Context: an optimization exercise on an open-source flow, tuned for small area and a short achievable clock period. The choices shown serve that exercise and are no tape-out recipe. Only simulation tests tie the RTL to the original design; equivalence was not proved. Power is estimated from default activity; no workload was simulated.

==> flow/design.v (outline; a module is shown in full before it is edited, if it fits) <==
// module regFile_alu: 8157 lines
// module c_inv: 1 lines
// module c_nand2: 1 lines
// module c_nand3: 1 lines
// module c_nand4: 1 lines
// module c_nor2: 1 lines
// module c_or3: 1 lines
// module c_and2: 1 lines
// module c_and2b: 1 lines
// module c_xor2: 1 lines
// module c_xnor2: 1 lines
// module c_a21oi: 1 lines
// module c_o21ai: 1 lines
// module c_a22oi: 3 lines
// module c_a222oi: 3 lines
// module c_a22o: 1 lines
// module c_o211a: 1 lines
// module c_or2: 1 lines
module regFile_alu(
	input clk,
	input regWrite,
	input [4:0] rs1,
	input [4:0] rs2,
	input [4:0] rd,
	input [31:0] data,
	output reg [31:0] rv1,
	output reg [31:0] rv2,
	input [3:0]  control,
	input [1:0] mux,
	output [31:0] immGen,
	output reg [31:0] result,
	output [1:0]  zero
   );
  // ...
==> flow/flow/run.sh <==
#!/bin/bash
# The standard layout (standard.sh), with two resizer settings changed:
# the ports get plain buffers (buf_2) instead of the delay cells the
# default pick lands on, and gate sizing may change a cell's footprint.
# make's full output goes to standard.log here; ORFS keeps each step's log
# under orfs/logs/.
set -euo pipefail
bash standard.sh MATCH_CELL_FOOTPRINT=0 \
  "BUFFER_PORTS_ARGS=-buffer_cell sky130_fd_sc_hd__buf_2" finish > standard.log 2>&1
==> flow/standard.sh <==
#!/bin/bash
# synth_recipe.tcl (not shown) runs the flow's synth.tcl, then flattens the netlist and writes it again
# the make line also repeats each setting of config.mk as NAME=value (left out here)
make -C /OpenROAD-flow-scripts/flow DESIGN_CONFIG=/design/flow/config.mk WORK_HOME=/design/flow/orfs CLKGATE_MAP_FILE= SYNTH_SCRIPT=/design/flow/synth_recipe.tcl "${@:-finish}"
==> flow/config.mk <==
export PLATFORM = sky130hd
export DESIGN_NAME = regFile_alu
export DESIGN_NICKNAME = regFile_alu
export VERILOG_FILES = /design/flow/design.v
export SDC_FILE = /design/flow/constraint.sdc
export NUM_CORES = 4
export LEC_CHECK = 0
export CAP_MARGIN = 20
export CORE_MARGIN = 2
export CORE_UTILIZATION = 50
export CTS_CLUSTER_DIAMETER = 100
export CTS_CLUSTER_SIZE = 25
export GPL_ROUTABILITY_DRIVEN = 0
export PLACE_DENSITY = 0.65
export SETUP_SLACK_MARGIN = 1.7
export SLEW_MARGIN = 20
export SYNTH_HIERARCHICAL = 1
export SYNTH_MINIMUM_KEEP_SIZE = 0
==> flow/constraint.sdc <==
create_clock -name core_clock -period 4.0 [get_ports {clk}]
set_input_delay 0.8000 -clock core_clock [delete_from_list [all_inputs] [get_ports {clk}]]
set_output_delay 0.8000 -clock core_clock [all_outputs]
set_load 0.01 [all_outputs]
==> reports/metrics.csv, run 1 <==
stage,metric,value,unit
die,row_count,111,
sta,setup_slack,1.54,ns
grt,antenna_found_initial,10,
logic_synthesis,postSynth.asyncResetShare,0,
sta,final.setup.tns,0,ns
grt,top_usage_layer,met2,
outcome,status,"complete, no violations",
clock_tree,clkSinkCount,1089,
power,p_seq_frac,0.551,
final_layout,multi_input_area,25300,sq um
worst_setup_path,worstPathMaxFanout,8,
final_layout,nFillCells,7866,
worst_setup_path,reg2reg_from,rv1[6],
worst_setup_path,worst-setup-path-type,primary input to flip-flop,
final_layout,num_antenna_cells,5,
grt,grt_pass1_vias,41800,
min_path,min_path_cells,1,
power,p_leak,0.0221,uW
logic_synthesis,synth_cells,4576,
worst_setup_path,crit_start,rs1[1],
worst_setup_path,path_buf_inv,4,
placement,place_area,50200,sq um
final_layout,layoutNonFillerInstCount,6313,
clock_tree,htree_levels,2,
drt,vias,47400,
final_layout,sh_seq_area,0.407,
die,die_area,95200,sq um
sta,setup_viol,0,
final_layout,nClkBuffers,51,
power,maxPowerGroup,registers,
sta,finalHoldViolCount,0,
grt,grt_util_met2,0.557,
placement,hpwl,128000,um
placement,dp_cells,6171,
power,clockPowerShare,0.215,
die,core_area,91800,sq um
==> inputs of run 2 (changes only) <==
--- a/flow/config.mk
+++ b/flow/config.mk
@@ -16,3 +16,4 @@
 export SLEW_MARGIN = 20
 export SYNTH_HIERARCHICAL = 1
 export SYNTH_MINIMUM_KEEP_SIZE = 0
+export TNS_END_PERCENT = 20
==> run 2 against run 1 <==
  * Non-clock buffer count decreased by 31
  * Clock power about the same
  * First-iteration DRC count increased by 1.5%
  * Largest cell class unchanged
  * Largest power group unchanged
==> reports/metrics.csv, run 2 <==
stage,metric,value,unit,change
outcome,status,"complete, no violations",,unchanged
sta,setup_viol,0,,unchanged
die,die_area,95200,sq um,unchanged
die,ios,185,,unchanged
final_layout,drive_gt1_frac,0.151,,was 0.167
clock_tree,cts_tree,done,,unchanged
power,p_seq_frac,0.556,,was 0.551
sta,finalHoldViolCount,0,,unchanged
logic_synthesis,postSynth.asyncResetShare,0,,unchanged
clock_tree,clkSinkCount,1089,,unchanged
die,core_area,91800,sq um,unchanged
logic_synthesis,ys_ff_latch,1089,,unchanged
final_layout,area_growth,15.0,%,was 16.5%
sta,final.setup.tns,0,ns,unchanged
sta,fin_crit_sh,0.624,,was 0.615
worst_setup_path,rrSetupSlack,1.68,ns,was 1.71 ns
worst_setup_path,worst-setup-path-type,primary input to flip-flop,,unchanged
logic_synthesis,synth_flop_cell,dfxtp_1,,unchanged
logic_synthesis,yosys-top-cells-count,"dfxtp_1, a22o_1, a222oi_1",,unchanged
sta,clock_skew,0.0359,ns,was 0.0376 ns
power,switching_share,0.335,,was 0.337
power,clockPowerShare,0.217,,was 0.215
logic_synthesis,synth_area,46400,sq um,unchanged
logic_synthesis,yosys.area_share.simple,0.110,,unchanged
worst_setup_path,reg2reg_from,rv2[2],,was rv1[6]
worst_setup_path,end_kind,flip-flop,,unchanged
min_path,holdPathEnd,r8[4],,was r31[9]
logic_synthesis,synth_top_area_share,0.470,,unchanged
logic_synthesis,synth_cell_types,27,,unchanged
worst_setup_path,worstPathMaxFanout,16,,was 8
worst_setup_path,ff2ff_path_depth,12,,unchanged
final_layout,layout_commonest_cell,dfxtp_1,,unchanged
worst_setup_path,worst-endpoint-required,4.54,ns,was 4.56 ns
grt,grtUsageTotal,0.390,,about the same
min_path,min-delay-start,r8[4],,was r31[9]
power,power.internal,18500,uW,was 18700 uW
clock_tree,cts-root-buf,clkbuf_16,,unchanged
worst_setup_path,reg2reg_to,result[25],,unchanged
logic_synthesis,synth-xor-area-share,0.0314,,unchanged
worst_setup_path,cpPeakStageDelay,0.82,ns,was 0.77 ns
grt,grt_pass1_vias,41800,,about the same
die,die_w,308,um,unchanged
clock_tree,htree_levels,2,,unchanged
logic_synthesis,synth_area_per_cell,10.1,sq um,unchanged
grt,antenna_found_initial,8,,was 10
clock_tree,clk_path_buf_depth,3,,unchanged
sta,finalCriticalPeriod,2.49,ns,was 2.46 ns
logic_synthesis,yosysTopAreaCell,dfxtp_1,,unchanged
logic_synthesis,synthTopCellsByArea,"dfxtp_1, a22o_1, a222oi_1",,unchanged
logic_synthesis,synth_top_family_by_area,compound AO/OA/AOI/OAI gates,,unchanged
drt,routed_via_density,7.47,,was 7.50
drt,wl,196000,um,was 197000 um
logic_synthesis,synth.mux.area_fraction,0,,unchanged
grt,grt_pass1_wl,282000,um,was 283000 um
grt,grt_max_degree,34,,unchanged
final_layout,fin_area,53300,sq um,was 54000 sq um
logic_synthesis,synthAdderAreaFrac,0.00691,,unchanged
die,row_count,111,,unchanged
logic_synthesis,synth_compound_area_frac,0.364,,unchanged
power,cellPowerDensity,522,nW/um^2,about the same
final_layout,nFillCells,7926,,was 7866
logic_synthesis,synth_cells,4576,,unchanged
logic_synthesis,synth_edf_count,0,,unchanged
power,switching_power,9330,uW,was 9490 uW
logic_synthesis,ys_warn_count,7,,unchanged
clock_tree,cts_hold_buf,0,,unchanged
placement,place_area,50200,sq um,unchanged
drt,first_pass_iters,15,,was 14
final_layout,final_cell_mix,"dfxtp_1, a22o_1, a222oi_1",,unchanged
worst_setup_path,slowest_stage,a222oi_1,,unchanged
job,maxCapViolations,0,,unchanged
clock_tree,clock_latency,0.68,ns,about the same
min_path,min_path_cells,1,,unchanged
die,start_util,0.505,,unchanged
drt,vias,46900,,was 47400
sta,worstMarginPinSlew,1.09,ns,was 1.12 ns
placement,io_buffer_count,151,,unchanged
die,die_h,308,um,unchanged
clock_tree,cts_buffers,50,,unchanged
logic_synthesis,synth_most_common_cell,dfxtp_1,,unchanged
logic_synthesis,synth.yosys.seq_area_share,0.470,,unchanged
power,vdd_drop_max,0.319,mV,about the same
worst_setup_path,arrival,3.03,ns,was 3.01 ns
clock_tree,clk_pin_slew_worst_paths,0.10,ns,about the same
sta,slew_violations,0,,unchanged
drt,wl_per_cell,31.2,um,about the same
final_layout,nets,5081,,was 5114
sta,relSlewSlack,0.270,,was 0.255
min_path,min_path_type,flip-flop to flip-flop,,unchanged
placement,hpwl,128000,um,unchanged
worst_setup_path,cp-start-kind,primary input,,unchanged
worst_setup_path,cp_cell_sequence,"buf_6, clkinvlp_4, nand2_4, buf_4, nor2_1, buf_6, a222oi_1, nand3_1, o21ai_1, nand3_1",,"was buf_12, clkinvlp_4, nand2_4, buf_12, nor2_4, buf_6, a222oi_1, nand3_1, o21ai_4, nand3_2"
grt,grt-ovfl-total,0,,unchanged
drt,drc,0,,unchanged
sta,rsz0062_at_grt,yes,,unchanged
sta,timing.fmax,401,MHz,was 407 MHz
drt,ant_nets,0,,unchanged
power,pwr-share-comb,0.227,,was 0.234
power,p_leak,0.0218,uW,was 0.0221 uW
drt,drt_iter0_markers,13000,,was 12800
==> run 2: cell counts after synthesis <==
Identical to the previous run, type by type.
==> run 2: through the flow <==
step	instances	setup slack [ns]	total power [uW]	utilization	hold slack [ns]
floorplan	4607	1.65	18900	-	0.460
global placement	6171	0.601	21100	0.547	0.472
detailed placement	6171	0.557	21200	0.547	0.476
CTS	6237	1.52	27300	0.566	0.503
global route	6275	1.54	28900	0.581	0.517
finish	6280	1.51	27800	0.581	0.504
==> run 2: cell families after synthesis <==
group / Yosys count
flops: 1089
simple gates: 1175
compound gates: 1938
xor+xnor: 166
buf+inv: 174
fa+ha+maj: 32
other cells: 2
==> run 2: power by group through the flow <==
stage	registers, uW	clock network, uW	logic (uW)
after floorplan	14800	0	4150
after global placement	15400	0	5630
after detailed placement	15400	0	5760
after CTS	15300	6070	5960
after global routing	15700	6410	6860
final	15500	6050	6310
==> run 2: Yosys stat by module (local to each module, per instance), excerpt <==
module       times used  cells inside  cell area [sq um]  flip-flops and latches
c_a22o              992             1               8.76                       0
c_nand3             312             1               5.00                       0
c_nand4              32             1               6.26                       0
c_o21ai             237             1               5.00                       0
c_or2                62             1               6.26                       0
c_xnor2              73             1               8.76                       0
regFile_alu           1          1232              22800                    1089
==> run 2: worst max-delay path by stage <==
| stage | from | end | slack (ns) | depth (start not counted) |
|---|---|---|---|---|
| final | rs2[1] | rv2[1] | 1.51 | 10 |
| after CTS | rs2[1] | rv2[15] | 1.52 | 9 |
| after global routing | rs2[4] | rv2[3] | 1.54 | 9 |
| after detailed placement | rs2[2] | rv2[30] | 0.56 | 8 |
| after global placement | rs1[1] | rv1[16] | 0.60 | 10 |
| after floorplan | rd[1] | rv1[0] | 1.65 | 5 |
==> run 2: worst max-delay path, delay by kind of cell <==
kind | cells | cell delay (ns)
AO/OA/AOI/OAI | 2 | 0.99
buffers and inverters | 4 | 0.68
AND/OR/NAND/NOR | 4 | 0.52
==> run 2: layer usage <==
metal  track usage  up-vias  wire (um)
li1              -    19900          -
met1         0.542    22500      75700
met2         0.554     3941      79900
met5       0.00620        -         35
met4         0.162        6       9470
met3         0.124      598      30500
==> run 2: cell type report <==
type                       instances  area [sq um]  area share
multi-input combinational       3344         24900       0.468
sequential                      1089         21900       0.411
timing repair buffer             408          2970      0.0558
tap                             1243          1560      0.0292
clock buffer                      51          1280      0.0239
inverter                         133           529     0.00993
clock inverter                     7           104     0.00195
antenna                            5          12.5    0.000235
==> run 2: what timing repair did <==
action | CTS | global route
cloned | 0 | 2
endpoints found under the setup margin | 121 | 134
resized for setup | 91 | 237
setup buffers | 8 | 36
pin swaps | 19 | 102

==> port drivers added, routing unchanged <==
The results above use ideal ports. As a check the final layouts listed here were re-extracted and re-timed, cells and wires unchanged.
Step 1 assumes that a clkbuf_16 drives the clock port and a buf_2 every other input.
Step 2 times the ports against the registers' clock, not the clock port: input delays grow and output delays shrink by t, the midpoint of the rising clock arrivals with the driver on.
a / b / c = ideal ports / drivers / drivers and shift; a / b = the first two.
run | t (ns) | slack for setup (ns) | worst hold slack (ns) | slew at the worst register clock pin (ns) | pins driven straight from the clock port
run 1 | 0.726 | 1.542 / 1.474 / 0.749 | 0.508 / 0.508 / 0.508 | 0.11 / 0.11 | 1
run 2 | 0.724 | 1.506 / 1.399 / 0.675 | 0.504 / 0.504 / 0.504 | 0.11 / 0.11 | 1
After both steps setup and hold are still met in every run listed. The setup slack of run 2, which loses most, moves by -0.107 ns with the drivers and by -0.831 ns with both steps.
